This is an optimization exercise on Yosys and OpenROAD, whose aim is small area, a short achievable clock period and few clock cycles, not a production implementation. At most, simulation tests tie the RTL to the original design; equivalence was not proved. For runs 1 and 2, only the layout was checked, not whether the RTL still works. Power figures rest on the tool's default switching activity, not on a simulated workload.

### config.mk
export PLATFORM = sky130hd
export DESIGN_NAME = RISC15
export DESIGN_NICKNAME = RISC15
export VERILOG_FILES = /design/flow/design.v
export SDC_FILE = /design/flow/constraint.sdc
export NUM_CORES = 4
export LEC_CHECK = 0
export ABC_AREA = 1
export CAP_MARGIN = 20
export CORE_MARGIN = 2
export CORE_UTILIZATION = 40
export SETUP_SLACK_MARGIN = 5
export SLEW_MARGIN = 20
### constraint.sdc
create_clock -name core_clock -period 10.0 [get_ports {clk}]
set_input_delay 2.0000 -clock core_clock [delete_from_list [all_inputs] [get_ports {clk}]]
set_output_delay 2.0000 -clock core_clock [all_outputs]
set_load 0.01 [all_outputs]
### design.v
module RISC15(clk, proc_rst, mem_addr, mem_wdata, mem_write_n, mem_rdata, halted);
	input  wire        clk, proc_rst;
	output wire [15:0] mem_addr;
	output wire [15:0] mem_wdata;
	output wire        mem_write_n;
	input  wire [15:0] mem_rdata;
	output reg         halted;
	reg  [15:0] MA;         
	reg         fetching;   
	reg         rv;         
	reg  [15:0] IR;         
	reg  [7:0]  sa, sb;     
	reg         d_va;       
	reg         iv;         
	reg         bt;         
	reg  [15:0] pcX;        
	reg         nj;         
	reg         lport;      
	reg  [2:0]  ldr_p;
	reg         ldp;        
	reg  [2:0]  ldr_w;
	reg         wn;
	reg  [15:0] wd;
	reg         rst_q;      
	reg  [15:0] R [0:6];
	assign mem_addr    = MA;
	assign mem_wdata   = wd;
	assign mem_write_n = wn;
	wire [3:0]  op = IR[15:12];
	wire [2:0]  ra = IR[11:9], rb = IR[8:6], rc = IR[5:3];
	wire [15:0] simm = {{10{IR[5]}}, IR[5:0]};
	wire is_add = op == 4'b0000;
	wire is_adi = op == 4'b0001;
	wire is_ndu = op == 4'b0010;
	wire is_lhi = op == 4'b0011;
	wire is_lw  = op == 4'b0100;
	wire is_sw  = op == 4'b0101;
	wire is_jlr = op == 4'b1001;
	wire is_beq = op == 4'b1100;
	wire is_hlt = op == 4'b1010 || op == 4'b1011 || op == 4'b1101 || op == 4'b1110 || op == 4'b1111;
	reg [15:0] va, vb;
	integer k;
	always @* begin
		va = sa[7] ? pcX : 16'd0;
		vb = sb[7] ? pcX : 16'd0;
		for (k = 0; k < 7; k = k + 1) begin
			va = va | (sa[k] ? R[k] : 16'd0);
			vb = vb | (sb[k] ? R[k] : 16'd0);
		end
	end
	wire [15:0] opb = d_va ? va : simm;
	wire [15:0] ap  = vb ^ opb;
	wire [15:0] ag  = vb & opb;
	reg  [15:0] gg, pp, g2, p2;
	integer l, j;
	always @* begin
		gg = ag; pp = ap;
		for (l = 0; l < 4; l = l + 1) begin
			g2 = gg; p2 = pp;
			for (j = 0; j < 16; j = j + 1)
				if (j[l]) begin
					g2[j] = gg[j] | (pp[j] & gg[((j >> l) << l) - 1]);
					p2[j] = pp[j] & pp[((j >> l) << l) - 1];
				end
			gg = g2; pp = p2;
		end
	end
	wire [15:0] sum = ap ^ {gg[14:0], 1'b0};
	wire        eq  = ~|ap;
	reg  [13:0] hc;
	integer m;
	always @* begin
		hc[0] = 1'b1;
		for (m = 1; m < 14; m = m + 1) hc[m] = hc[m-1] & pcX[m+1];
	end
	wire [13:0] hinc = pcX[15:2] ^ hc;
	wire [15:0] pc1  = {&pcX[1:0] ? hinc : pcX[15:2], pcX[1:0] + 2'd1};
	wire ra_chk = is_add | is_ndu | is_adi | is_sw | is_beq | is_lhi | is_jlr;
	wire rb_chk = is_add | is_ndu | is_adi | is_sw | is_beq | is_lw | is_jlr;
	wire rc_chk = is_add | is_ndu;
	wire dep = lport & iv & ((ra_chk & ra == ldr_p) | (rb_chk & rb == ldr_p) | (rc_chk & rc == ldr_p));
	wire wr_op  = is_add | is_ndu | is_adi | is_lhi | is_jlr;
	wire wstall = ldp & (wr_op | ((is_sw | is_beq) & ra == ldr_w) | ((is_sw | is_beq | is_lw) & rb == ldr_w));
	wire go     = iv & ~bt & ~wstall & ~dep & ~is_hlt;
	wire taken  = go & is_beq & eq;            
	wire run    = (go & ~taken) | bt;
	wire jlrj   = go & is_jlr & (ra != rb);
	wire jump   = jlrj | bt;
	wire memop  = go & (is_lw | is_sw);
	wire rewind = dep & rv;
	wire ld_ir  = rv & (~iv | run);
	wire [1:0]  nk  = {1'b0, ~nj} + {1'b0, rv} + {1'b0, fetching};
	wire [2:0]  nlo = {1'b0, pcX[1:0]} + {1'b0, nk};
	wire [15:0] nf  = {nlo[2] ? hinc : pcX[15:2], nlo[1:0]};
	wire        wr_x = go & wr_op;
	wire [2:0]  wa   = ldp ? ldr_w : (is_add | is_ndu) ? rc : ra;
	wire        s_sum = ~rst_q & ~ldp & (is_add | is_adi);
	wire        s_ndu = ~rst_q & ~ldp & is_ndu;
	wire        s_lhi = ~rst_q & ~ldp & is_lhi;
	wire        s_jlr = ~rst_q & ~ldp & is_jlr;
	wire        s_ld  = ~rst_q & ldp;
	wire [15:0] wdat = ({16{s_sum}} & sum) | ({16{s_ndu}} & ~ag) |
	                   ({16{s_lhi}} & {IR[8:0], 7'd0}) | ({16{s_jlr}} & pc1) |
	                   ({16{s_ld}} & mem_rdata);
	wire        we   = wr_x | ldp;
	integer i;
	always @(posedge clk)
		for (i = 0; i < 7; i = i + 1)
			if (rst_q || (we && wa == i)) R[i] <= wdat;
	wire [15:0] ir_in = (mem_rdata[15:12] == 4'b0001) ?
	                    {mem_rdata[15:12], mem_rdata[8:6], mem_rdata[11:9], mem_rdata[5:0]} : mem_rdata;
	always @(posedge clk) begin
		wd <= va;
		ldr_p <= ra;
		ldr_w <= ldr_p;
		rst_q <= ~proc_rst;
		if (ld_ir) begin
			IR <= ir_in;
			sa <= 8'd1 << ir_in[11:9];
			sb <= 8'd1 << ir_in[8:6];
			d_va <= ir_in[15:12] == 4'b0000 || ir_in[15:12] == 4'b0010 || ir_in[15:12] == 4'b1100;
		end else if (taken) begin
			sb <= 8'h80;            
			d_va <= 1'b0;
		end
		if (~proc_rst) begin
			MA <= 16'd0;
			fetching <= 1'b1;
			rv <= 1'b0;
			iv <= 1'b0;
			bt <= 1'b0;
			pcX <= 16'd0;
			nj <= 1'b1;
			lport <= 1'b0;
			ldp <= 1'b0;
			wn <= 1'b1;
			halted <= 1'b0;
		end else begin
			MA <= jlrj ? vb : (memop | bt) ? sum : rewind ? pc1 : nf;
			fetching <= ~memop;
			rv <= fetching & ~jump;
			iv <= jump ? 1'b0 : ld_ir ? 1'b1 : run ? 1'b0 : iv;
			bt <= taken;
			if (jump) begin pcX <= jlrj ? vb : sum; nj <= 1'b1; end
			else if (ld_ir) begin pcX <= nj ? pcX : pc1; nj <= 1'b0; end
			lport <= go & is_lw;
			ldp <= lport;
			wn <= ~(go & is_sw);
			halted <= halted | (iv & is_hlt);
		end
	end
endmodule
### flow/run.sh
#!/bin/bash
# Standard layout (the standard.sh), with repair aiming for a larger setup margin.
bash standard.sh SETUP_SLACK_MARGIN=7 finish > standard.log 2>&1
### standard.sh
#!/bin/bash
# synth_recipe.tcl (not shown) runs the flow's synth.tcl, then flattens the netlist and writes it again
# the make line also repeats each setting of config.mk as NAME=value (left out here)
make -C /OpenROAD-flow-scripts/flow DESIGN_CONFIG=/design/flow/config.mk WORK_HOME=/design/flow/orfs CLKGATE_MAP_FILE= SYNTH_SCRIPT=/design/flow/synth_recipe.tcl "${@:-finish}"
==> results of run 1 <==
power breakdown:
group	leakage, nW	internal (mW)	switching [mW]
logic	3.87	0.319	0.442
clock network	0.401	0.545	0.377
registers	2.01	1.01	0.0544
path summary, 6_finish.rpt:
path                  startpoint  depth (start not counted)  slack, ps                end
min             ldr_p[2]$_DFF_P_                          0        420   ldr_w[2]$_DFF_P_
max          sb[7]$_SDFFCE_PN1P_                         17       6370  R[0][9]$_DFFE_PP_
max reg2reg  sb[7]$_SDFFCE_PN1P_                         17       6370  R[0][9]$_DFFE_PP_
min reg2reg     ldr_p[2]$_DFF_P_                          0        420   ldr_w[2]$_DFF_P_
flip-flops by register name (all words and copies together) (netlist names), 3 cells and up:
signal	flops
sa	8
pcX	16
IR	16
sb	8
wd	16
ldr_w	3
R	112
MA	16
ldr_p	3
layer usage:
layer / global-route usage, % / up-vias
met1: 39.31 / 5086
li1: - / 4805
met3: 5.644 / 200
met5: 0 / -
met2: 44.83 / 744
met4: 15.01 / 0
cells in the final DEF, fill, tap and decap left out, types with 7 or more instances in the layout:
cell type and n:
sky130_fd_sc_hd__inv_1 113, sky130_fd_sc_hd__inv_2 15, sky130_fd_sc_hd__nand3_1 101, sky130_fd_sc_hd__dfxtp_2 8
sky130_fd_sc_hd__nand4_1 29, sky130_fd_sc_hd__o21ai_0 51, sky130_fd_sc_hd__dfxtp_1 54, sky130_fd_sc_hd__a221oi_1 28
sky130_fd_sc_hd__nand3_2 22, sky130_fd_sc_hd__clkdlybuf4s50_1 12, sky130_fd_sc_hd__a21oi_1 15, sky130_fd_sc_hd__buf_12 8
sky130_fd_sc_hd__edfxtp_1 145, sky130_fd_sc_hd__a221oi_2 19, sky130_fd_sc_hd__a22o_1 11, sky130_fd_sc_hd__buf_4 101
sky130_fd_sc_hd__buf_2 30, sky130_fd_sc_hd__o21ai_1 21, sky130_fd_sc_hd__ha_1 7, sky130_fd_sc_hd__buf_6 43
sky130_fd_sc_hd__nand2_2 32, sky130_fd_sc_hd__a21oi_2 16, sky130_fd_sc_hd__o21ai_4 11, sky130_fd_sc_hd__clkinvlp_4 9
sky130_fd_sc_hd__o2111ai_2 9, sky130_fd_sc_hd__clkbuf_16 28, sky130_fd_sc_hd__nor2_1 74, sky130_fd_sc_hd__nand2_4 9
sky130_fd_sc_hd__ha_4 22, sky130_fd_sc_hd__nand2_1 307, sky130_fd_sc_hd__xnor2_1 8, sky130_fd_sc_hd__o21ai_2 10
kinds of logic (layout without fill, tap and decap cells):
logic type,Yosys count,count (layout)
adders and majority gates,36,36
xor gates and xnor gates,17,17
other,0,1
AOI/OAI and AO/OA,230,230
DFF,209,209
and+or+nand+nor,594,597
buffers and inverters,199,379
worst max-delay path, cell delays in order (launching register included):
cell and delay [ps]:
sky130_fd_sc_hd__edfxtp_1 440, sky130_fd_sc_hd__clkinvlp_4 190, sky130_fd_sc_hd__buf_4 180, sky130_fd_sc_hd__o21ai_0 90, sky130_fd_sc_hd__a221oi_1 230, sky130_fd_sc_hd__nand2_1 210
sky130_fd_sc_hd__ha_1 370, sky130_fd_sc_hd__nand3_2 100, sky130_fd_sc_hd__nand2_2 100, sky130_fd_sc_hd__nand3_2 80, sky130_fd_sc_hd__nand2_2 90, sky130_fd_sc_hd__inv_2 40
sky130_fd_sc_hd__fa_2 370, sky130_fd_sc_hd__xnor2_2 160, sky130_fd_sc_hd__inv_1 80, sky130_fd_sc_hd__o22ai_1 90, sky130_fd_sc_hd__a221oi_2 340, sky130_fd_sc_hd__o21ai_4 170
layout make-up:
class                      count  area, sq um  share of cell area [%]
antenna                        1        2.502                 0.01652
clock buffer                  32        737.0                   4.865
clock inverter                12        96.34                  0.6360
inverter                     133        518.0                   3.420
multi-input combinational    880         5924                   39.11
sequential                   209         5653                   37.32
tap                          372        465.4                   3.073
timing repair buffer         201         1744                   11.51
timing repair inverter         1        7.507                 0.04956
repair_timing:
item	in CTS	in global routing
gates resized for setup	259	136
cloned	3	2
setup buffers	103	29
endpoints found under the setup margin	346	315
pin swaps	32	69
==> impl_summary.txt, run 1 <==
----------------------------------------------------
[STA]
  Highest clock rate ... ~280 MHz
  Final setup slack of the worst path ... 6373 ps
  Layout Skew ... 22.26 ps
  Unrepaired setup endpoints after global routing ... true
  Final Hold Fails ... 0
  Worst max-slew margin expressed relative to the limit ... 22.49%
  Final setup violation count ... 0
  Transition time at the pin with the least slew margin ... 1161 ps
  Crit path time final ... 3627 ps
  Final-report max-slew violation count ... 0
  Total Neg Setup Slack ... 0 ps
  Final Cycle Share ... 36.27%
  Worst hold slack across all endpoints ... 423.2 ps

[Placed design]
  Post-detailed-placement half-perimeter wirelength ... 27.47 mm
  Gp weighted congestion ... 0.9609
  # port buffers ... between 50 and 60
  Pre-CTS WS ... roughly 5500 ps
  Number of cells after detailed placement ... roughly 1700
  Post-DP Area ... 12340 sq um

[Yosys]
  Flip-flop cell with the highest count after synthesis ... sky130_fd_sc_hd__edfxtp_1
  Share of synthesized area occupied by flip-flops and latches ... 50.76%
  Fraction of the mapped netlist area in compound gates ... 13.57%
  Cell with the most instances after synthesis ... sky130_fd_sc_hd__nand2_1
  Warnings from Yosys ... 2
  Asr flop ratio synth ... 0%
  Number of enable-type register cells in the synthesized netlist ... 145
  Commonest cells in the netlist ... 341 x sky130_fd_sc_hd__nand2_1, 145 x sky130_fd_sc_hd__edfxtp_1, 128 x sky130_fd_sc_hd__inv_1
  Synth Register Bits ... 209
  Avg Synthesized Cell Area ... 8.641 sq um
  Cell taking the most area after synthesis ... sky130_fd_sc_hd__edfxtp_1
  Syn Inst Count ... 1285
  Combinational family with the most area after synthesis ... simple AND/OR/NAND/NOR gates
  Simple-gate share of the synthesized area ... between 20% and 30%
  Post-synthesis instance area ... 11100 sq um
  Multiplexer share of the synthesized area ... 0%
  Net count after synthesis ... 1339
  Cells taking the most area after synthesis ... sky130_fd_sc_hd__edfxtp_1 39%, sky130_fd_sc_hd__dfxtp_1 12%, sky130_fd_sc_hd__nand2_1 12%
  Synth unique cells ... 44
  Arithmetic-cell share of the synthesized area counting full adders, half adders and majority gates ... 4.462%
  Area share of the largest cell type after synthesis ... 39.22%
  Fraction of synthesized cell area in xor and xnor cells ... 1.341%

[Worst setup path]
  Critical Path End Type ... register
  Critical setup path kind ... register to register
  Launching element type of the critical path ... register
  Crit path arrival time ... 3860 ps
  Highest net fanout along the worst path ... 7
  Required time of the worst setup path ... 10230 ps

[Power]
  Leakage power ... 6.281 nW
  Total power consumption of the routed design ... between 2 and 3 mW
  Pwr Density ... approximately 180 nW/um^2
  Maximum ir drop on the vdd rail ... 0.0001059 V

[Layout]
  P&R area growth vs syn ... 36.43%
  Nets@finish ... 1504
  Fillers ... about 2400
  Finished Core Util ... between 50% and 60%
  Final non-filler cell total ... 1841
  Final design instance area without fill ... 15150 sq um
  Share of cells above drive strength 1 ... 30.25%

[Global routing]
  Via count of the first global-routing pass ... roughly 10000
  Maximum number of pins on one net before global-route repair ... 34
  Total overflow reported by the global router ... 0
  First-pass GRT wire length ... 62.99 mm
  Total GRT Usage ... ~30%
  Antenna violations before repair ... 0

[Die]
  Die Height ... 170.6 microns
  Total Die Area ... roughly 29000 sq um
  Effective utilization at floorplan ... 40.97%
  Area of the core ... around 27000 sq um
  Placement row count ... 60
  DIE WIDTH ... 170.6 microns
  Top-level port count ... 52

[Drt]
  Via total after detailed routing ... 10840
  Wire length per cell ... roughly 24 microns
  First-pass detailed-route iteration total ... 8
  Top layer used by detailed routing ... met4
  Number of design rule violations left after detail routing ... 0
  Routed wl met2 ... 19.42 mm
  Met3 wire length ... 5.085 mm
  Number of DRC markers in iteration 0 ... around 1700
  Met1 routed wirelength after detailed routing ... 16.53 mm
  Vias per Instance ... ~5.9
  Post-route ant nets ... 0
  Detailed-route wire length ... 43.92 mm

[Clock network]
  Num Clock Sinks ... about 210
  CTS HTree Levels ... 1
  Clock network latency to the later pin of the worst-skew pair ... around 540 ps
  Clock tree buffer depth ... 3
  Number of buffers inserted for hold repair after clock tree synthesis ... 0
  Master cell of the clock root buffer ... sky130_fd_sc_hd__clkbuf_16
  Clock tree from TritonCTS ... yes
  Total clock buffers created by CTS ... 24
  Clock transition at path regs ... 70 ps

[Min path]
  Class of the tightest hold or removal check ... register to register

[Job]
  Max capacitance violation total ... 0

[Status]
  Run status ... timing/DRC/antenna clean

----------------------------------------------------
==> inputs of run 2 (changes only) <==
--- a/design.v
+++ b/design.v
@@ -88,7 +88,6 @@
 	wire jump   = jlrj | bt;
 	wire memop  = go & (is_lw | is_sw);
-	wire rewind = dep & rv;
 	wire ld_ir  = rv & (~iv | run);
-	wire [1:0]  nk  = {1'b0, ~nj} + {1'b0, rv} + {1'b0, fetching};
+	wire [1:0]  nk  = {1'b0, ~nj} + {1'b0, rv & ~dep} + {1'b0, fetching};
 	wire [2:0]  nlo = {1'b0, pcX[1:0]} + {1'b0, nk};
 	wire [15:0] nf  = {nlo[2] ? hinc : pcX[15:2], nlo[1:0]};
@@ -137,5 +136,5 @@
 			halted <= 1'b0;
 		end else begin
-			MA <= jlrj ? vb : (memop | bt) ? sum : rewind ? pc1 : nf;
+			MA <= jlrj ? vb : (memop | bt) ? sum : nf;
 			fetching <= ~memop;
 			rv <= fetching & ~jump;
==> run 2 against run 1 <==
Net effect:
- critical path depth grew 1
- global-route usage down 1.2 points
- total power fell by 0.30%
==> impl_summary.txt, run 2 <==
----------------------------------------------------
[Status]
  Run status ... timing/DRC/antenna clean (unchanged)

[Power]
  Part of the power in registers ... 38.7% (about the same)
  Total power consumption of the routed design ... 2.735 mW (was 2.743 mW)
  Internal Pwr Total ... 1.878 mW (was 1.870 mW)
  Share of total power consumed by net switching ... 31.36% (was 31.83%)
  Combinational fraction of design power ... 26.2% (was 27.8%)
  Leakage power ... 6.194 nW (was 6.281 nW)
  Pwr Density ... 184.8 nW/um^2 (was 181.1 nW/um^2)
  Maximum ir drop on the vdd rail ... 0.0001145 V (was 0.0001059 V)
  Switch Pwr ... 857.8 uW (was 873.3 uW)
  Relative contribution of the clock network to total power ... 35.1% (was 33.6%)

[Global routing]
  First-pass GRT wire length ... 60.25 mm (was 62.99 mm)
  Total GRT Usage ... 27.97% (was 29.21%)
  Maximum number of pins on one net before global-route repair ... 34 (unchanged)
  Via count of the first global-routing pass ... 10040 (was 10130)
  Total overflow reported by the global router ... 0 (unchanged)
  Antenna violations before repair ... 0 (unchanged)

[Yosys]
  Flip-flop cell with the highest count after synthesis ... sky130_fd_sc_hd__edfxtp_1 (unchanged)
  Synth unique cells ... 48 (was 44)
  Share of synthesized area occupied by flip-flops and latches ... 51.52% (was 50.76%)
  Cell taking the most area after synthesis ... sky130_fd_sc_hd__edfxtp_1 (unchanged)
  Cells taking the most area after synthesis ... sky130_fd_sc_hd__edfxtp_1 40%, sky130_fd_sc_hd__dfxtp_1 12%, sky130_fd_sc_hd__nand2_1 11% (was sky130_fd_sc_hd__edfxtp_1 39%, sky130_fd_sc_hd__dfxtp_1 12%, sky130_fd_sc_hd__nand2_1 12%)
  Cell with the most instances after synthesis ... sky130_fd_sc_hd__nand2_1 (unchanged)
  Warnings from Yosys ... 2 (unchanged)
  Number of enable-type register cells in the synthesized netlist ... 145 (unchanged)
  Area share of the largest cell type after synthesis ... 39.80% (was 39.22%)
  Syn Inst Count ... 1230 (was 1285)
  Asr flop ratio synth ... 0% (unchanged)
  Post-synthesis instance area ... 10940 sq um (was 11100 sq um)
  Avg Synthesized Cell Area ... 8.894 sq um (was 8.641 sq um)
  Synth Register Bits ... 209 (unchanged)
  Commonest cells in the netlist ... 325 x sky130_fd_sc_hd__nand2_1, 145 x sky130_fd_sc_hd__edfxtp_1, 116 x sky130_fd_sc_hd__nand3_1 (was 341 x sky130_fd_sc_hd__nand2_1, 145 x sky130_fd_sc_hd__edfxtp_1, 128 x sky130_fd_sc_hd__inv_1)
  Net count after synthesis ... 1284 (was 1339)

[Drt]
  Number of design rule violations left after detail routing ... 0 (unchanged)
  Vias per Instance ... 5.839 (was 5.885)
  Detailed-route wire length ... 40.20 mm (was 43.92 mm)
  Wire length per cell ... 22.98 microns (was 23.86 microns)
  Via total after detailed routing ... 10210 (was 10840)
  Number of DRC markers in iteration 0 ... 1475 (was 1704)
  First-pass detailed-route iteration total ... 5 (was 8)
  Post-route ant nets ... 0 (unchanged)

[Die]
  Die Height ... 169.4 microns (was 170.6 microns)
  Area of the core ... 26880 sq um (was 27100 sq um)
  Total Die Area ... 28690 sq um (was 29110 sq um)
  Effective utilization at floorplan ... 40.70% (was 40.97%)
  Top-level port count ... 52 (unchanged)
  Placement row count ... 60 (unchanged)
  DIE WIDTH ... 169.4 microns (was 170.6 microns)

[STA]
  Crit path time final ... 3621 ps (was 3627 ps)
  Final-report max-slew violation count ... 0 (unchanged)
  Unrepaired setup endpoints after global routing ... true (unchanged)
  Final Cycle Share ... 36.21% (was 36.27%)
  Layout Skew ... 33.55 ps (was 22.26 ps)
  Worst max-slew margin expressed relative to the limit ... 37.37% (was 22.49%)
  Total Neg Setup Slack ... 0 ps (unchanged)
  Highest clock rate ... 276.2 MHz (was 275.7 MHz)
  Final Hold Fails ... 0 (unchanged)
  Final setup violation count ... 0 (unchanged)
  Transition time at the pin with the least slew margin ... 938.3 ps (was 1161 ps)

[Worst setup path]
  Crit path arrival time ... 3880 ps (was 3860 ps)
  Crit path largest cell delay ... 480 ps (was 440 ps)
  Crit-path slowest cell ... sky130_fd_sc_hd__fa_2 (was sky130_fd_sc_hd__edfxtp_1)
  Launching element type of the critical path ... register (unchanged)
  Reg-to-reg endpoint ... R[6][9]$_DFFE_PP_ (was R[0][9]$_DFFE_PP_)
  Number of cells on the worst reg-to-reg path ... 18 (was 17)
  Critical Path End Type ... register (unchanged)
  Ordered list of cells on the worst path ... buf_4, buf_4, nand2_1, o21ai_0, a221oi_1, a31oi_2, fa_2, nand3_4, nand3_4, nand3_2, nand2_4, inv_4, fa_2, xnor2_2, inv_2, o22ai_2, a221oi_4, o21ai_4 (was clkinvlp_4, buf_4, o21ai_0, a221oi_1, nand2_1, ha_1, nand3_2, nand2_2, nand3_2, nand2_2, inv_2, fa_2, xnor2_2, inv_1, o22ai_1, a221oi_2, o21ai_4)
  Launch point of the critical path ... sa[0]$_SDFFCE_PP0P_ (was sb[7]$_SDFFCE_PN1P_)
  Reg2reg start ... sa[0]$_SDFFCE_PP0P_ (was sb[7]$_SDFFCE_PN1P_)
  Highest net fanout along the worst path ... 7 (unchanged)
  Internal reg-to-reg setup slack ... 6380 ps (was 6370 ps)
  Critical setup path kind ... register to register (unchanged)
  Family with the most delay on the worst path ... compound AO/OA/AOI/OAI gates (unchanged)
  Critical path buffer and inverter count ... 4 (unchanged)
  Required time of the worst setup path ... 10260 ps (was 10230 ps)

[Clock network]
  Clock tree buffer depth ... 3 (unchanged)
  CTS HTree Levels ... 1 (unchanged)
  Clock tree from TritonCTS ... yes (unchanged)
  Clock network latency to the later pin of the worst-skew pair ... 560 ps (was 540 ps)
  Master cell of the clock root buffer ... sky130_fd_sc_hd__clkbuf_16 (unchanged)
  Number of buffers inserted for hold repair after clock tree synthesis ... 0 (unchanged)
  Clock transition at path regs ... 60 ps (was 70 ps)
  Num Clock Sinks ... 209 (unchanged)
  Total clock buffers created by CTS ... 25 (was 24)

[Placed design]
  # port buffers ... 51 (unchanged)
  Gp weighted congestion ... 0.9022 (was 0.9609)
  Post-detailed-placement half-perimeter wirelength ... 25.46 mm (was 27.47 mm)

[Min path]
  Hold Path Stages ... 0 (unchanged)
  Class of the tightest hold or removal check ... register to register (unchanged)
  WHS Endpoint ... ldr_w[2]$_DFF_P_ (unchanged)
  Startpoint of the tightest hold check path ... ldr_p[2]$_DFF_P_ (unchanged)

[Layout]
  Max FFs per register ... 112 (unchanged)
  Number of diodes ... 0 (was 1)
  Highest-count cells in the layout ignoring fill and taps ... 299 x sky130_fd_sc_hd__nand2_1, 145 x sky130_fd_sc_hd__edfxtp_1, 108 x sky130_fd_sc_hd__buf_4 (was 307 x sky130_fd_sc_hd__nand2_1, 145 x sky130_fd_sc_hd__edfxtp_1, 113 x sky130_fd_sc_hd__inv_1)
  Nets@finish ... 1443 (was 1504)
  Register containing the most flip-flops in the final layout ... R (unchanged)
  P&R area growth vs syn ... 35.29% (was 36.43%)
  Leading cell type in the layout, fill and taps excluded ... sky130_fd_sc_hd__nand2_1 (unchanged)
  Share of cells above drive strength 1 ... 31.39% (was 30.25%)

[Job]
  Max capacitance violation total ... 0 (unchanged)

----------------------------------------------------
==> run 2: changes by cell type in the layout (fill, tap and decap cells not counted), sizes merged, moves of 7 or more <==
cell	change
buf	-11
inv	-16
nand2	-14
nand4	-19
o2111ai	-7
o21ai	-7
==> run 2: per-stage QoR <==
step | utilization [%] | hold WS [ps] | cell area, sq um | instances | setup slack [ps]
after CTS | 53.49 | 428.0 | 14380 | 1731 | 6474
final | 55.07 | 424.9 | 14800 | 1749 | 6379
after floorplan | - | 395.7 | 11330 | 1230 | 6743
after detailed placement | 44.89 | 423.0 | 12070 | 1575 | 5400
after global routing | 55.07 | 437.2 | 14800 | 1749 | 6199
after global placement | 44.89 | 423.8 | 12070 | 1575 | 5407
==> run 2: logic make-up after synthesis <==
kind of cell	after synthesis	share of synthesized area (%)
buffers and inverters	176	6.371
XOR/XNOR	18	1.441
adder cells (fa/ha/maj)	36	4.529
AO/OA/AOI/OAI	225	13.48
AND/OR/NAND/NOR	566	22.66
flip-flops	209	51.52
==> run 2: routing by layer <==
metal	track usage (%)	share of wire (%)	vias up
met5	0	0	-
met4	13.60	4.9	0
met3	5.947	9.9	144
met2	44.38	45	611
met1	36.46	40	4837
li1	-	-	4620
==> run 2: power groups by stage <==
stage               Clock [mW]  Sequential (mW)  Combinational, mW
finish                   0.960             1.06              0.716
global route              1.01             1.07              0.766
CTS                      0.969             1.06              0.649
detailed placement           0             1.09              0.472
global placement             0             1.09              0.471
floorplan                    0             1.06              0.326
==> run 2: repair_timing <==
item,4_1_cts,5_1_grt
resized for setup,312,62
gates cloned,5,0
pin swaps,62,33
buffers inserted,105,18
endpoints found under the hold margin,0,0
setup endpoints to repair,231,239
==> run 2: how the worst max path moves through the flow <==
stage	slack (ps)	cells after the start	to
2_1_floorplan	6740	18	sb[0]$_SDFFCE_PP0P_
3_3_place_gp	5410	14	sb[2]$_SDFFCE_PP0P_
3_5_place_dp	5400	14	sb[2]$_SDFFCE_PP0P_
4_1_cts	6470	16	R[0][9]$_DFFE_PP_
5_1_grt	6200	18	R[5][9]$_DFFE_PP_
6_report	6380	18	R[6][9]$_DFFE_PP_
==> run 2: cell type report <==
class,instances,area (sq um)
Clock buffer,27,633.1
Clock inverter,19,226.5
Fill cell,2372,12080
Inverter,115,452.9
Multi-Input combinational cell,849,5779
Sequential cell,209,5663
Tap cell,341,426.7
Timing Repair Buffer,188,1610
Timing Repair inverter,1,7.507
==> inputs of run 3 (changes only) <==
--- a/design.v
+++ b/design.v
@@ -81,5 +81,5 @@
 	wire dep = lport & iv & ((ra_chk & ra == ldr_p) | (rb_chk & rb == ldr_p) | (rc_chk & rc == ldr_p));
 	wire wr_op  = is_add | is_ndu | is_adi | is_lhi | is_jlr;
-	wire wstall = ldp & (wr_op | ((is_sw | is_beq) & ra == ldr_w) | ((is_sw | is_beq | is_lw) & rb == ldr_w));
+	wire wstall = ldp;
 	wire go     = iv & ~bt & ~wstall & ~dep & ~is_hlt;
 	wire taken  = go & is_beq & eq;            
--- a/config.mk
+++ b/config.mk
@@ -10,4 +10,3 @@
 export CORE_MARGIN = 2
 export CORE_UTILIZATION = 40
-export SETUP_SLACK_MARGIN = 5
 export SLEW_MARGIN = 20
==> run 3 against run 2 <==
Net effect:
- via count rose by 0.16%
- clock power is 7.7% lower
- still clean on timing, DRC and antenna
- global-route usage grew 0.21 points
- combinational power shrank 2%
- maximum frequency up 0.99%
- sequential power about the same
- non-clock buffer count decreased by 5
- worst setup slack improved by 36 ps
==> impl_summary.txt, run 3 <==
----------------------------------------------------
[Clock network]
  CTS HTree Levels ... 1 (unchanged)
  Number of buffers inserted for hold repair after clock tree synthesis ... 0 (unchanged)
  Clock tree buffer depth ... 3 (unchanged)
  Clock tree from TritonCTS ... yes (unchanged)
  Total clock buffers created by CTS ... 24 (was 25)
  Num Clock Sinks ... 209 (unchanged)
  Clock transition at path regs ... 60 ps (about the same)
  Clock network latency to the later pin of the worst-skew pair ... 530 ps (was 560 ps)
  Master cell of the clock root buffer ... sky130_fd_sc_hd__clkbuf_16 (unchanged)

[Power]
  Relative contribution of the clock network to total power ... 33.5% (was 35.1%)
  Internal Pwr Total ... 1.812 mW (was 1.878 mW)
  Pwr Density ... 180.5 nW/um^2 (was 184.8 nW/um^2)
  Maximum ir drop on the vdd rail ... 0.0001225 V (was 0.0001145 V)
  Share of total power consumed by net switching ... 31.54% (was 31.36%)
  Leakage power ... 6.013 nW (was 6.194 nW)
  Switch Pwr ... 834.9 uW (was 857.8 uW)
  Combinational fraction of design power ... 26.5% (was 26.2%)
  Part of the power in registers ... 40.0% (was 38.7%)

[Yosys]
  Synth Register Bits ... 209 (unchanged)
  Cell taking the most area after synthesis ... sky130_fd_sc_hd__edfxtp_1 (unchanged)
  Avg Synthesized Cell Area ... 8.921 sq um (was 8.894 sq um)
  Syn Inst Count ... 1205 (was 1230)
  Asr flop ratio synth ... 0% (unchanged)
  Cells taking the most area after synthesis ... sky130_fd_sc_hd__edfxtp_1 41%, sky130_fd_sc_hd__dfxtp_1 12%, sky130_fd_sc_hd__nand2_1 11% (was sky130_fd_sc_hd__edfxtp_1 40%, sky130_fd_sc_hd__dfxtp_1 12%, sky130_fd_sc_hd__nand2_1 11%)
  Post-synthesis instance area ... 10750 sq um (was 10940 sq um)
  Cell with the most instances after synthesis ... sky130_fd_sc_hd__nand2_1 (unchanged)
  Warnings from Yosys ... 2 (unchanged)
  Commonest cells in the netlist ... 319 x sky130_fd_sc_hd__nand2_1, 145 x sky130_fd_sc_hd__edfxtp_1, 120 x sky130_fd_sc_hd__inv_1 (was 325 x sky130_fd_sc_hd__nand2_1, 145 x sky130_fd_sc_hd__edfxtp_1, 116 x sky130_fd_sc_hd__nand3_1)
  Net count after synthesis ... 1259 (was 1284)
  Fraction of the mapped netlist area in compound gates ... 14.62% (was 13.49%)
  Simple-gate share of the synthesized area ... 20.51% (was 22.66%)
  Fraction of synthesized cell area in xor and xnor cells ... 1.059% (was 1.441%)
  Share of synthesized area occupied by flip-flops and latches ... 52.42% (was 51.52%)
  Combinational family with the most area after synthesis ... simple AND/OR/NAND/NOR gates (unchanged)
  Multiplexer share of the synthesized area ... 0% (unchanged)
  Arithmetic-cell share of the synthesized area counting full adders, half adders and majority gates ... 4.609% (was 4.529%)
  Area share of the largest cell type after synthesis ... 40.50% (was 39.80%)
  Number of enable-type register cells in the synthesized netlist ... 145 (unchanged)
  Synth unique cells ... 48 (unchanged)
  Flip-flop cell with the highest count after synthesis ... sky130_fd_sc_hd__edfxtp_1 (unchanged)

[STA]
  Worst max-slew margin expressed relative to the limit ... 22.81% (was 37.37%)
  Transition time at the pin with the least slew margin ... 1155 ps (was 938.3 ps)
  Layout Skew ... 8.795 ps (was 33.55 ps)
  Final Cycle Share ... 35.85% (was 36.21%)
  Final-report max-slew violation count ... 0 (unchanged)
  Crit path time final ... 3585 ps (was 3621 ps)
  Highest clock rate ... 278.9 MHz (was 276.2 MHz)
  Final setup violation count ... 0 (unchanged)
  Unrepaired setup endpoints after global routing ... true (unchanged)
  Total Neg Setup Slack ... 0 ps (unchanged)
  Final Hold Fails ... 0 (unchanged)

[Layout]
  Storage element area ... 5650 sq um (was 5663 sq um)
  Multi-input combinational cell area ... 5578 sq um (was 5779 sq um)
  Number of diodes ... 0 (unchanged)
  P&R area growth vs syn ... 36.37% (was 35.29%)
  Nets@finish ... 1426 (was 1443)
  Finished Core Util ... 55.01% (was 55.07%)
  Fillers ... 2231 (was 2372)
  Register containing the most flip-flops in the final layout ... R (unchanged)
  Highest-count cells in the layout ignoring fill and taps ... 292 x sky130_fd_sc_hd__nand2_1, 145 x sky130_fd_sc_hd__edfxtp_1, 104 x sky130_fd_sc_hd__inv_1 (was 299 x sky130_fd_sc_hd__nand2_1, 145 x sky130_fd_sc_hd__edfxtp_1, 108 x sky130_fd_sc_hd__buf_4)
  Leading cell type in the layout, fill and taps excluded ... sky130_fd_sc_hd__nand2_1 (unchanged)
  Share of cells above drive strength 1 ... 30.50% (was 31.39%)
  Max FFs per register ... 112 (unchanged)

[Placed design]
  Gp weighted congestion ... 1.023 (was 0.9022)
  # port buffers ... 51 (unchanged)
  Post-detailed-placement half-perimeter wirelength ... 25.84 mm (was 25.46 mm)

[Worst setup path]
  Critical Path End Type ... register (unchanged)
  Crit path largest cell delay ... 490 ps (was 480 ps)
  Crit-path slowest cell ... sky130_fd_sc_hd__fa_2 (unchanged)
  Crit path arrival time ... 3880 ps (about the same)
  Highest net fanout along the worst path ... 7 (unchanged)
  Ordered list of cells on the worst path ... nand2_2, o21ai_4, a221oi_2, nand2_1, a221oi_2, o21ai_1, nand2_1, o21ai_1, ha_2, fa_2, nand3_2, nand3_2, nand4_1, o311ai_4, inv_2, fa_2, o221ai_4 (was buf_4, buf_4, nand2_1, o21ai_0, a221oi_1, a31oi_2, fa_2, nand3_4, nand3_4, nand3_2, nand2_4, inv_4, fa_2, xnor2_2, inv_2, o22ai_2, a221oi_4, o21ai_4)
  Launching element type of the critical path ... register (unchanged)
  Critical setup path kind ... register to register (unchanged)
  Required time of the worst setup path ... 10290 ps (was 10260 ps)

[Job]
  Max capacitance violation total ... 0 (unchanged)

[Drt]
  First-pass detailed-route iteration total ... 6 (was 5)
  Detailed-route wire length ... 41.04 mm (was 40.20 mm)
  Wire length per cell ... 23.71 microns (was 22.98 microns)
  Via total after detailed routing ... 10230 (was 10210)
  Vias per Instance ... 5.909 (was 5.839)
  Number of DRC markers in iteration 0 ... 1346 (was 1475)
  Number of design rule violations left after detail routing ... 0 (unchanged)
  Post-route ant nets ... 0 (unchanged)

[Die]
  DIE WIDTH ... 167.9 microns (was 169.4 microns)
  Die Height ... 167.9 microns (was 169.4 microns)
  Area of the core ... 26650 sq um (was 26880 sq um)
  Effective utilization at floorplan ... 40.34% (was 40.70%)
  Placement row count ... 60 (unchanged)
  Total Die Area ... 28200 sq um (was 28690 sq um)
  Top-level port count ... 52 (unchanged)

[Status]
  Run status ... timing/DRC/antenna clean (unchanged)

[Global routing]
  First-pass GRT wire length ... 59.82 mm (was 60.25 mm)
  Maximum number of pins on one net before global-route repair ... 28 (was 34)
  Antenna violations before repair ... 0 (unchanged)
  Via count of the first global-routing pass ... 9678 (was 10040)
  Total GRT Usage ... 28.18% (was 27.97%)
  Total overflow reported by the global router ... 0 (unchanged)

[Min path]
  Class of the tightest hold or removal check ... register to register (unchanged)

----------------------------------------------------
==> run 3: cell types whose count changed in the layout (fill, tap and decap cells not counted), sizes merged, moves of 5 or more <==
cell   delta
inv      +16
nand2     -5
nor2      +8
nor3      -5
buf       -5
o21ai    +17
nand3    -41
==> run 3: layout make-up <==
type / instances / share of cell area, %
multi-input combinational: 818 / 38.05
inverter: 133 / 3.619
timing repair buffer: 183 / 11.27
tap: 341 / 2.910
sequential: 209 / 38.54
clock buffer: 29 / 4.438
timing repair inverter: 3 / 0.2048
clock inverter: 15 / 0.9644
==> run 3: logic make-up (layout without fill, tap and decap cells) <==
logic type / count (synthesis) / in the layout
buffers and inverters: 183 / 363
AOI/OAI and AO/OA: 244 / 244
adders and majority gates: 36 / 36
and+or+nand+nor: 520 / 525
xor gates and xnor gates: 13 / 13
DFF: 209 / 209
==> run 3: power groups by stage <==
stage,registers [mW],clock network [mW],logic (mW)
floorplan,1.06,0,0.305
CTS,1.06,0.890,0.615
global placement,1.09,0,0.457
detailed placement,1.09,0,0.459
finish,1.06,0.886,0.701
global route,1.07,0.931,0.744
==> run 3: critical path, delay by kind of cell, from the launching register on <==
| kind | cells | cell delay (ps) |
|---|---|---|
| DFF | 1 | 470 |
| buffers and inverters | 1 | 80 |
| adders and majority gates | 3 | 1090 |
| and+or+nand+nor | 6 | 630 |
| AOI/OAI and AO/OA | 7 | 1060 |
==> run 3: layer usage <==
metal / share of wire [%] / GRT usage, % / vias up
li1: - / - / 4539
met3: 11 / 4.725 / 147
met4: 5.9 / 13.42 / 0
met5: 0 / 0 / -
met2: 45 / 45.06 / 653
met1: 38 / 37.42 / 4889
==> run 3: stage by stage <==
stage          setup WS (ps)  instance area, sq um  hold WS (ps)  instances  power, mW
3_5_place_dp            5924                 11820         399.1       1557      1.552
2_1_floorplan           6703                 11050         376.1       1205      1.368
5_1_grt                 6301                 14660         422.9       1731      2.741
4_1_cts                 6420                 14100         404.4       1712      2.563
6_report                6415                 14660         405.2       1731      2.647
3_3_place_gp            5920                 11820         399.5       1557      1.550
==> run 3: final timing paths <==
| check | start | slack, ps | to | depth (start not counted) |
|---|---|---|---|---|
| setup / recovery | sa[0]$_SDFFCE_PP0P_ | 6410 | R[6][8]$_DFFE_PP_ | 17 |
| hold / removal | ldr_p[1]$_DFF_P_ | 410 | ldr_w[1]$_DFF_P_ | 0 |
| setup reg to reg | sa[0]$_SDFFCE_PP0P_ | 6410 | R[6][8]$_DFFE_PP_ | 17 |
| hold reg to reg | ldr_p[1]$_DFF_P_ | 410 | ldr_w[1]$_DFF_P_ | 0 |
==> run 3: repair_timing <==
action | CTS | global route
buffers inserted | 102 | 19
resized for setup | 284 | 93
pin swaps | 45 | 55
cloned | 9 | 0
setup endpoints to repair | 243 | 194
Testbench counts of run 3, summed over its fixed seeds: cycles 20,518.
==> inputs of run 4 (changes only) <==
--- a/config.mk
+++ b/config.mk
@@ -6,5 +6,5 @@
 export NUM_CORES = 4
 export LEC_CHECK = 0
-export ABC_AREA = 1
+export ABC_AREA = 0
 export CAP_MARGIN = 20
 export CORE_MARGIN = 2
==> run 4 against run 3 <==
Net effect:
- still clean
- clock skew is 12 ps higher
- worst hold slack better by 42 ps
- register-to-register slack worse by 190 ps
- largest power group unchanged
==> impl_summary.txt, run 4 <==
----------------------------------------------------
[Layout]
  Multi-input combinational cell area ... 5463 sq um (was 5578 sq um)
  Max FFs per register ... 112 (unchanged)
  Storage element area ... 5652 sq um (was 5650 sq um)
  Leading cell type in the layout, fill and taps excluded ... sky130_fd_sc_hd__edfxtp_1 (was sky130_fd_sc_hd__nand2_1)
  Finished Core Util ... 55.00% (was 55.01%)
  Highest-count cells in the layout ignoring fill and taps ... 145 x sky130_fd_sc_hd__edfxtp_1, 125 x sky130_fd_sc_hd__a22oi_1, 115 x sky130_fd_sc_hd__buf_4 (was 292 x sky130_fd_sc_hd__nand2_1, 145 x sky130_fd_sc_hd__edfxtp_1, 104 x sky130_fd_sc_hd__inv_1)
  Final non-filler cell total ... 1481 (was 1731)
  Register containing the most flip-flops in the final layout ... R (unchanged)
  Fillers ... 2093 (was 2231)
  Number of diodes ... 0 (unchanged)
  P&R area growth vs syn ... 35.67% (was 36.37%)
  Nets@finish ... 1182 (was 1426)
  Share of cells above drive strength 1 ... 35.51% (was 30.50%)
  Final design instance area without fill ... 14290 sq um (was 14660 sq um)

[Clock network]
  Total clock buffers created by CTS ... 24 (unchanged)
  Clock network latency to the later pin of the worst-skew pair ... 550 ps (was 530 ps)
  Clock transition at path regs ... 60 ps (about the same)
  Clock tree buffer depth ... 3 (unchanged)
  Num Clock Sinks ... 209 (unchanged)
  Master cell of the clock root buffer ... sky130_fd_sc_hd__clkbuf_16 (unchanged)
  Clock tree from TritonCTS ... yes (unchanged)
  CTS HTree Levels ... 1 (unchanged)

[Worst setup path]
  Reg-to-reg endpoint ... IR[4]$_DFFE_PP_ (was R[6][8]$_DFFE_PP_)
  Launching element type of the critical path ... register (unchanged)
  Crit path largest cell delay ... 530 ps (was 490 ps)
  Internal reg-to-reg setup slack ... 6230 ps (was 6410 ps)
  Crit-path slowest cell ... sky130_fd_sc_hd__or4_4 (was sky130_fd_sc_hd__fa_2)
  Ordered list of cells on the worst path ... buf_4, a22oi_1, nand4_1, nor2_1, nor2_1, ha_2, or4_4, nor4_4, and4_4, o31ai_4, o21ai_4, buf_6, clkinvlp_4, buf_4, buf_12 (was nand2_2, o21ai_4, a221oi_2, nand2_1, a221oi_2, o21ai_1, nand2_1, o21ai_1, ha_2, fa_2, nand3_2, nand3_2, nand4_1, o311ai_4, inv_2, fa_2, o221ai_4)
  Critical path buffer and inverter count ... 5 (was 1)
  Number of cells on the worst reg-to-reg path ... 15 (was 17)
  Critical setup path kind ... register to register (unchanged)
  Critical Path End Type ... register (unchanged)
  Crit path arrival time ... 4070 ps (was 3880 ps)
  Family with the most delay on the worst path ... simple AND/OR/NAND/NOR gates (was adder cells)
  Reg2reg start ... sa[1]$_SDFFCE_PP0P_ (was sa[0]$_SDFFCE_PP0P_)
  Logic depth of the worst path, buffers included ... 15 (was 17)
  Highest net fanout along the worst path ... 7 (unchanged)
  Required time of the worst setup path ... 10300 ps (was 10290 ps)

[Drt]
  Number of DRC markers in iteration 0 ... 1316 (was 1346)
  First-pass detailed-route iteration total ... 8 (was 6)
  Via total after detailed routing ... 9449 (was 10230)
  Wire length per cell ... 26.18 microns (was 23.71 microns)
  Number of design rule violations left after detail routing ... 0 (unchanged)
  Post-route ant nets ... 0 (unchanged)
  Vias per Instance ... 6.380 (was 5.909)
  Detailed-route wire length ... 38.77 mm (was 41.04 mm)

[STA]
  Layout Skew ... 20.68 ps (was 8.795 ps)
  Transition time at the pin with the least slew margin ... 1199 ps (was 1155 ps)
  Final-report max-slew violation count ... 0 (unchanged)
  Total Neg Setup Slack ... 0 ps (unchanged)
  Worst hold slack across all endpoints ... 446.7 ps (was 405.2 ps)
  Crit path time final ... 3775 ps (was 3585 ps)
  Final setup violation count ... 0 (unchanged)
  Final setup slack of the worst path ... 6225 ps (was 6415 ps)
  Unrepaired setup endpoints after global routing ... true (unchanged)
  Highest clock rate ... 264.9 MHz (was 278.9 MHz)
  Final Cycle Share ... 37.75% (was 35.85%)
  Final Hold Fails ... 0 (unchanged)
  Worst max-slew margin expressed relative to the limit ... 20.05% (was 22.81%)

[Yosys]
  Synth Register Bits ... 209 (unchanged)
  Asr flop ratio synth ... 0% (unchanged)
  Flip-flop cell with the highest count after synthesis ... sky130_fd_sc_hd__edfxtp_1 (unchanged)
  Warnings from Yosys ... 2 (unchanged)
  Cells taking the most area after synthesis ... sky130_fd_sc_hd__edfxtp_1 41%, sky130_fd_sc_hd__dfxtp_1 12%, sky130_fd_sc_hd__a22oi_1 9.8% (was sky130_fd_sc_hd__edfxtp_1 41%, sky130_fd_sc_hd__dfxtp_1 12%, sky130_fd_sc_hd__nand2_1 11%)
  Post-synthesis instance area ... 10530 sq um (was 10750 sq um)
  Fraction of the mapped netlist area in compound gates ... 20.31% (was 14.62%)
  Combinational family with the most area after synthesis ... compound AO/OA/AOI/OAI gates (was simple AND/OR/NAND/NOR gates)
  Commonest cells in the netlist ... 145 x sky130_fd_sc_hd__edfxtp_1, 138 x sky130_fd_sc_hd__a22oi_1, 79 x sky130_fd_sc_hd__nor2_1 (was 319 x sky130_fd_sc_hd__nand2_1, 145 x sky130_fd_sc_hd__edfxtp_1, 120 x sky130_fd_sc_hd__inv_1)
  Fraction of synthesized cell area in xor and xnor cells ... 2.245% (was 1.059%)
  Cell taking the most area after synthesis ... sky130_fd_sc_hd__edfxtp_1 (unchanged)
  Syn Inst Count ... 955 (was 1205)
  Avg Synthesized Cell Area ... 11.03 sq um (was 8.921 sq um)
  Simple-gate share of the synthesized area ... 11.47% (was 20.51%)
  Number of enable-type register cells in the synthesized netlist ... 145 (unchanged)
  Multiplexer share of the synthesized area ... 4.205% (was 0%)
  Arithmetic-cell share of the synthesized area counting full adders, half adders and majority gates ... 4.704% (was 4.609%)
  Area share of the largest cell type after synthesis ... 41.34% (was 40.50%)
  Share of synthesized area occupied by flip-flops and latches ... 53.50% (was 52.42%)
  Synth unique cells ... 71 (was 48)
  Net count after synthesis ... 1009 (was 1259)
  Cell with the most instances after synthesis ... sky130_fd_sc_hd__edfxtp_1 (was sky130_fd_sc_hd__nand2_1)

[Power]
  Part of the power in registers ... 40.3% (was 40.0%)
  Leakage power ... 5.414 nW (was 6.013 nW)
  Maximum ir drop on the vdd rail ... 0.0001457 V (was 0.0001225 V)
  Relative contribution of the clock network to total power ... 33.1% (was 33.5%)
  Total power consumption of the routed design ... 2.684 mW (was 2.647 mW)
  Combinational fraction of design power ... 26.6% (was 26.5%)
  Internal Pwr Total ... 1.845 mW (was 1.812 mW)
  Switch Pwr ... 838.4 uW (was 834.9 uW)
  Share of total power consumed by net switching ... 31.24% (was 31.54%)
  Pwr Density ... 187.8 nW/um^2 (was 180.5 nW/um^2)

[Global routing]
  Antenna violations before repair ... 1 (was 0)
  Total overflow reported by the global router ... 0 (unchanged)
  First-pass GRT wire length ... 56.44 mm (was 59.82 mm)
  Via count of the first global-routing pass ... 9125 (was 9678)
  Maximum number of pins on one net before global-route repair ... 29 (was 28)
  Total GRT Usage ... 26.54% (was 28.18%)

[Die]
  Area of the core ... 25980 sq um (was 26650 sq um)
  DIE WIDTH ... 166.3 microns (was 167.9 microns)
  Placement row count ... 59 (was 60)
  Top-level port count ... 52 (unchanged)
  Effective utilization at floorplan ... 40.54% (was 40.34%)
  Total Die Area ... 27650 sq um (was 28200 sq um)
  Die Height ... 166.3 microns (was 167.9 microns)

[Job]
  Max capacitance violation total ... 0 (unchanged)

[Placed design]
  Gp weighted congestion ... 0.9533 (was 1.023)
  Pre-CTS WS ... 5285 ps (was 5924 ps)
  Post-detailed-placement half-perimeter wirelength ... 24.23 mm (was 25.84 mm)
  # port buffers ... 51 (unchanged)
  Number of cells after detailed placement ... 1280 (was 1557)
  Post-DP Area ... 11350 sq um (was 11820 sq um)

[Min path]
  Startpoint of the tightest hold check path ... ldr_p[0]$_DFF_P_ (was ldr_p[1]$_DFF_P_)
  Hold Path Stages ... 0 (unchanged)
  Class of the tightest hold or removal check ... register to register (unchanged)
  WHS Endpoint ... ldr_w[0]$_DFF_P_ (was ldr_w[1]$_DFF_P_)

[Status]
  Run status ... timing/DRC/antenna clean (unchanged)

----------------------------------------------------
==> run 4: worst max path at each step <==
stage	start	endpoint	slack (ps)
2_1_floorplan	sa[5]$_SDFFCE_PN0P_	pcX[0]$_SDFFE_PN0P_	6460
3_3_place_gp	sa[3]$_SDFFCE_PP0P_	sb[2]$_SDFFCE_PP0P_	5360
3_5_place_dp	sa[3]$_SDFFCE_PP0P_	sb[6]$_SDFFCE_PN0P_	5290
4_1_cts	sa[7]$_SDFFCE_PN0P_	pcX[0]$_SDFFE_PN0P_	6370
5_1_grt	sa[3]$_SDFFCE_PP0P_	pcX[0]$_SDFFE_PN0P_	6150
6_report	sa[1]$_SDFFCE_PP0P_	IR[4]$_DFFE_PP_	6230
==> run 4: power by group through the flow <==
| stage | combinational [mW] | clock, mW | sequential [mW] |
|---|---|---|---|
| floorplan | 0.314 | 0 | 1.07 |
| CTS | 0.613 | 0.895 | 1.08 |
| detailed placement | 0.444 | 0 | 1.11 |
| global route | 0.750 | 0.934 | 1.09 |
| global placement | 0.441 | 0 | 1.12 |
| finish | 0.715 | 0.888 | 1.08 |
==> run 4: layer usage <==
| metal | track usage (%) | up-vias | share of wire (%) |
|---|---|---|---|
| li1 | - | 4049 | - |
| met1 | 34.26 | 4530 | 37 |
| met2 | 42.83 | 691 | 45 |
| met3 | 5.601 | 179 | 11 |
| met4 | 12.63 | 0 | 6.4 |
| met5 | 0 | - | 0 |
==> run 4: worst reg2reg max path, cell delays in order, from the launching register on <==
cell                         delay (ps)
sky130_fd_sc_hd__edfxtp_1           470
sky130_fd_sc_hd__buf_4              180
sky130_fd_sc_hd__a22oi_1            170
sky130_fd_sc_hd__nand4_1            240
sky130_fd_sc_hd__nor2_1             180
sky130_fd_sc_hd__nor2_1              70
sky130_fd_sc_hd__ha_2               270
sky130_fd_sc_hd__or4_4              530
sky130_fd_sc_hd__nor4_4             200
sky130_fd_sc_hd__and4_4             330
sky130_fd_sc_hd__o31ai_4            100
sky130_fd_sc_hd__o21ai_4            270
sky130_fd_sc_hd__buf_6              160
sky130_fd_sc_hd__clkinvlp_4          80
sky130_fd_sc_hd__buf_4              140
sky130_fd_sc_hd__buf_12             130
==> run 4: timing repair <==
action	CTS	global route
resized for setup	304	72
buffers inserted	117	32
hold endpoints to repair	0	0
pin swaps	64	42
hold buffers	0	0
endpoints found under the setup margin	342	310
cloned	6	2
==> run 4: kinds of logic after synthesis <==
family,after synthesis
AO/OA/AOI/OAI,300
AND/OR/NAND/NOR,249
flip-flops,209
buffers and inverters,91
multiplexers,43
adder cells (fa/ha/maj),36
XOR/XNOR,27
==> run 4: final cells by class <==
| type | instances | share of cell area [%] |
|---|---|---|
| flip-flops and latches | 209 | 39.55 |
| multi-input cells | 659 | 38.22 |
| repair buffers | 208 | 12.79 |
| clock buffers | 26 | 4.395 |
| well taps | 335 | 2.933 |
| clock inverters | 18 | 1.322 |
| inverters | 25 | 0.7354 |
| repair inverters | 1 | 0.05253 |
==> inputs of run 5 (changes only) <==
==> flow/run.sh (replaced) <==
#!/bin/bash
# Standard layout (the standard.sh), with repair aiming for a larger setup margin.
bash standard.sh SETUP_SLACK_MARGIN=7 SKIP_CTS_REPAIR_TIMING=1 finish > standard.log 2>&1
--- a/config.mk
+++ b/config.mk
@@ -6,5 +6,5 @@
 export NUM_CORES = 4
 export LEC_CHECK = 0
-export ABC_AREA = 0
+export ABC_AREA = 1
 export CAP_MARGIN = 20
 export CORE_MARGIN = 2
==> run 5 against run 4 <==
Net effect:
- total power shrank 1.5%
- non-clock buffer count decreased by 56
- clock power shrank 0.6%
- critical path type unchanged
- largest cell class unchanged
==> impl_summary.txt, run 5 <==
----------------------------------------------------
[Worst setup path]
  Critical setup path kind ... register to register (unchanged)
  Required time of the worst setup path ... 10280 ps (was 10300 ps)
  Number of cells on the worst reg-to-reg path ... 17 (was 15)
  Crit path arrival time ... 4050 ps (was 4070 ps)
  Launching element type of the critical path ... register (unchanged)
  Internal reg-to-reg setup slack ... 6240 ps (was 6230 ps)
  Launch point of the critical path ... sa[7]$_SDFFCE_PN0P_ (was sa[1]$_SDFFCE_PP0P_)
  Reg-to-reg endpoint ... R[6][8]$_DFFE_PP_ (was IR[4]$_DFFE_PP_)
  Critical Path End Type ... register (unchanged)
  Highest net fanout along the worst path ... 7 (unchanged)
  Reg2reg start ... sa[7]$_SDFFCE_PN0P_ (was sa[1]$_SDFFCE_PP0P_)

[STA]
  Final Hold Fails ... 0 (unchanged)
  Final setup slack of the worst path ... 6238 ps (was 6225 ps)
  Final Cycle Share ... 37.62% (was 37.75%)
  Total Neg Setup Slack ... 0 ps (unchanged)
  Worst hold slack across all endpoints ... 403.1 ps (was 446.7 ps)
  Worst max-slew margin expressed relative to the limit ... 23.75% (was 20.05%)
  Transition time at the pin with the least slew margin ... 1141 ps (was 1199 ps)
  Highest clock rate ... 265.8 MHz (was 264.9 MHz)
  Unrepaired setup endpoints after global routing ... true (unchanged)
  Final setup violation count ... 0 (unchanged)
  Crit path time final ... 3762 ps (was 3775 ps)
  Final-report max-slew violation count ... 0 (unchanged)
  Layout Skew ... 11.43 ps (was 20.68 ps)

[Die]
  Effective utilization at floorplan ... 40.34% (was 40.54%)
  Top-level port count ... 52 (unchanged)
  Placement row count ... 60 (was 59)
  Die Height ... 167.9 microns (was 166.3 microns)
  Area of the core ... 26650 sq um (was 25980 sq um)
  Total Die Area ... 28200 sq um (was 27650 sq um)
  DIE WIDTH ... 167.9 microns (was 166.3 microns)

[Job]
  Max capacitance violation total ... 0 (unchanged)

[Drt]
  Number of DRC markers in iteration 0 ... 1227 (was 1316)
  Post-route ant nets ... 0 (unchanged)
  Wire length per cell ... 23.41 microns (was 26.18 microns)
  Met3 wire length ... 4.466 mm (was 4.330 mm)
  Routed wl met2 ... 17.78 mm (was 17.59 mm)
  Via total after detailed routing ... 9938 (was 9449)
  Vias per Instance ... 5.842 (was 6.380)
  Detailed-route wire length ... 39.82 mm (was 38.77 mm)
  Number of design rule violations left after detail routing ... 0 (unchanged)
  Top layer used by detailed routing ... met4 (unchanged)
  First-pass detailed-route iteration total ... 5 (was 8)
  Met1 routed wirelength after detailed routing ... 15.73 mm (was 14.37 mm)

[Yosys]
  Avg Synthesized Cell Area ... 8.921 sq um (was 11.03 sq um)
  Cells taking the most area after synthesis ... sky130_fd_sc_hd__edfxtp_1 41%, sky130_fd_sc_hd__dfxtp_1 12%, sky130_fd_sc_hd__nand2_1 11% (was sky130_fd_sc_hd__edfxtp_1 41%, sky130_fd_sc_hd__dfxtp_1 12%, sky130_fd_sc_hd__a22oi_1 9.8%)
  Cell with the most instances after synthesis ... sky130_fd_sc_hd__nand2_1 (was sky130_fd_sc_hd__edfxtp_1)
  Net count after synthesis ... 1259 (was 1009)
  Post-synthesis instance area ... 10750 sq um (was 10530 sq um)
  Flip-flop cell with the highest count after synthesis ... sky130_fd_sc_hd__edfxtp_1 (unchanged)
  Share of synthesized area occupied by flip-flops and latches ... 52.42% (was 53.50%)
  Syn Inst Count ... 1205 (was 955)
  Warnings from Yosys ... 2 (unchanged)
  Synth Register Bits ... 209 (unchanged)
  Area share of the largest cell type after synthesis ... 40.50% (was 41.34%)
  Asr flop ratio synth ... 0% (unchanged)
  Synth unique cells ... 48 (was 71)
  Commonest cells in the netlist ... 319 x sky130_fd_sc_hd__nand2_1, 145 x sky130_fd_sc_hd__edfxtp_1, 120 x sky130_fd_sc_hd__inv_1 (was 145 x sky130_fd_sc_hd__edfxtp_1, 138 x sky130_fd_sc_hd__a22oi_1, 79 x sky130_fd_sc_hd__nor2_1)
  Cell taking the most area after synthesis ... sky130_fd_sc_hd__edfxtp_1 (unchanged)
  Number of enable-type register cells in the synthesized netlist ... 145 (unchanged)

[Power]
  Internal Pwr Total ... 1.803 mW (was 1.845 mW)
  Pwr Density ... 184.5 nW/um^2 (was 187.8 nW/um^2)
  Relative contribution of the clock network to total power ... 33.4% (was 33.1%)
  Switch Pwr ... 839.3 uW (was 838.4 uW)
  Maximum ir drop on the vdd rail ... 0.0001210 V (was 0.0001457 V)
  Part of the power in registers ... 40.1% (was 40.3%)
  Total power consumption of the routed design ... 2.643 mW (was 2.684 mW)
  Share of total power consumed by net switching ... 31.76% (was 31.24%)
  Leakage power ... 5.939 nW (was 5.414 nW)
  Combinational fraction of design power ... 26.5% (was 26.6%)

[Clock network]
  Num Clock Sinks ... 209 (unchanged)
  Total clock buffers created by CTS ... 24 (unchanged)
  Clock tree from TritonCTS ... yes (unchanged)
  Master cell of the clock root buffer ... sky130_fd_sc_hd__clkbuf_16 (unchanged)
  Clock transition at path regs ... 70 ps (was 60 ps)
  Clock tree buffer depth ... 3 (unchanged)
  Clock network latency to the later pin of the worst-skew pair ... 530 ps (was 550 ps)
  CTS HTree Levels ... 1 (unchanged)

[Global routing]
  Maximum number of pins on one net before global-route repair ... 29 (unchanged)
  Via count of the first global-routing pass ... 8772 (was 9125)
  Antenna violations before repair ... 0 (was 1)
  Total GRT Usage ... 25.41% (was 26.54%)
  First-pass GRT wire length ... 54.05 mm (was 56.44 mm)
  Total overflow reported by the global router ... 0 (unchanged)

[Placed design]
  Pre-CTS WS ... 5924 ps (was 5285 ps)
  Post-detailed-placement half-perimeter wirelength ... 25.84 mm (was 24.23 mm)
  # port buffers ... 51 (unchanged)
  Gp weighted congestion ... 1.023 (was 0.9533)

[Layout]
  Number of diodes ... 0 (unchanged)
  Nets@finish ... 1396 (was 1182)
  Fillers ... 2292 (was 2093)
  Highest-count cells in the layout ignoring fill and taps ... 279 x sky130_fd_sc_hd__nand2_1, 145 x sky130_fd_sc_hd__edfxtp_1, 108 x sky130_fd_sc_hd__inv_1 (was 145 x sky130_fd_sc_hd__edfxtp_1, 125 x sky130_fd_sc_hd__a22oi_1, 115 x sky130_fd_sc_hd__buf_4)
  Share of cells above drive strength 1 ... 29.04% (was 35.51%)
  Register containing the most flip-flops in the final layout ... R (unchanged)
  Max FFs per register ... 112 (unchanged)
  Leading cell type in the layout, fill and taps excluded ... sky130_fd_sc_hd__nand2_1 (was sky130_fd_sc_hd__edfxtp_1)
  P&R area growth vs syn ... 33.24% (was 35.67%)

[Status]
  Run status ... timing/DRC/antenna clean (unchanged)

[Min path]
  Startpoint of the tightest hold check path ... ldr_p[1]$_DFF_P_ (was ldr_p[0]$_DFF_P_)
  Hold Path Stages ... 0 (unchanged)
  WHS Endpoint ... ldr_w[1]$_DFF_P_ (was ldr_w[0]$_DFF_P_)
  Class of the tightest hold or removal check ... register to register (unchanged)

----------------------------------------------------
-- run 5: how the worst max path moves through the flow --
| stage | end | slack (ps) | cells after the start |
|---|---|---|---|
| after CTS | R[2][8]$_DFFE_PP_ | 5940 | 17 |
| final | R[6][8]$_DFFE_PP_ | 6240 | 17 |
| after global placement | iv$_SDFFE_PP0P_ | 5920 | 4 |
| after floorplan | pcX[8]$_SDFFE_PN0P_ | 6700 | 20 |
| after detailed placement | iv$_SDFFE_PP0P_ | 5920 | 4 |
| after global routing | R[6][8]$_DFFE_PP_ | 6110 | 17 |
-- run 5: layout make-up --
cell class	instances	area, sq um	share of cell area (%)
sequential	209	5647	39.42
timing repair buffer	152	1305	9.111
clock inverter	15	141.4	0.9871
inverter	133	545.5	3.809
clock buffer	29	650.6	4.542
timing repair inverter	4	46.29	0.3232
tap	341	426.7	2.979
multi-input combinational	818	5562	38.83
-- run 5: power groups by stage --
stage                     Sequential [mW]  Combinational [mW]  Clock [mW]
after floorplan                      1.06               0.305           0
after global placement               1.09               0.457           0
after detailed placement             1.09               0.459           0
after CTS                            1.08               0.461       0.890
after global routing                 1.07               0.743       0.929
final                                1.06               0.700       0.883
-- run 5: kinds of logic after synthesis --
group	after synthesis	share of synthesized area, %
DFF	209	52.42
and+or+nand+nor	520	20.51
buffers and inverters	183	6.785
xor gates and xnor gates	13	1.059
adders and majority gates	36	4.609
AOI/OAI and AO/OA	244	14.62
-- run 5: critical path, stage by stage (launching register included) --
cell and delay (ps):
sky130_fd_sc_hd__edfxtp_1 550, sky130_fd_sc_hd__clkinv_4 140, sky130_fd_sc_hd__o21ai_2 70, sky130_fd_sc_hd__a221oi_2 180, sky130_fd_sc_hd__nand2_1 90, sky130_fd_sc_hd__a221oi_2 170
sky130_fd_sc_hd__o21ai_1 150, sky130_fd_sc_hd__nand2_1 90, sky130_fd_sc_hd__o21ai_1 80, sky130_fd_sc_hd__ha_2 220, sky130_fd_sc_hd__fa_2 410, sky130_fd_sc_hd__nand3_2 110
sky130_fd_sc_hd__nand3_4 80, sky130_fd_sc_hd__nand4_1 120, sky130_fd_sc_hd__o311ai_4 140, sky130_fd_sc_hd__inv_2 90, sky130_fd_sc_hd__fa_2 480, sky130_fd_sc_hd__o221ai_4 330
-- run 5: layer usage --
| layer | global-route usage, % | vias up |
|---|---|---|
| met5 | 0 | - |
| met4 | 10.36 | 0 |
| met3 | 5.148 | 113 |
| met2 | 40.19 | 607 |
| met1 | 34.24 | 4750 |
| li1 | - | 4468 |
-- run 5: per-stage QoR --
stage          instance area [sq um]  instances  util, %
2_1_floorplan                  11050       1205        -
3_3_place_gp                   11820       1557    44.37
3_5_place_dp                   11820       1557    44.37
4_1_cts                        12620       1601    47.34
5_1_grt                        14320       1701    53.75
6_report                       14320       1701    53.75

re-timing with driven ports:
The flow's constraints put no driver on any port. The routed layouts listed below were extracted and timed again, unchanged, in two steps. Step 1: set_driving_cell puts a clkbuf_16 on clk and a buf_2 on each other input, an assumption about the parent block. Step 2 also shifts input and output timing later by t, the mid clock arrival at the registers, as if the neighbouring blocks saw the same clock. Three values: ideal ports, drivers, drivers and shift; two values: the first two.
run	shift t [ns]	slack for setup (ns)	worst hold slack (ns)	worst setup path after step 2	cell pins on the clock port's net
run 1	0.575	6.373 / 6.373 / 6.346	0.423 / 0.423 / 0.423	input to register	1
run 2	0.598	6.379 / 6.379 / 6.342	0.425 / 0.425 / 0.425	input to register	1
run 3	0.579	6.415 / 6.415 / 6.385	0.405 / 0.405 / 0.405	input to register	1
run 4	0.589	6.225 / 6.225 / 6.225	0.447 / 0.447 / 0.447	register to register	1
run 5	0.575	6.238 / 6.238 / 6.238	0.403 / 0.403 / 0.403	register to register	1
After both steps every run listed still meets setup and hold. The setup slack of run 2, which loses most, moves by 0.000 ns with the drivers and by -0.037 ns with both steps.
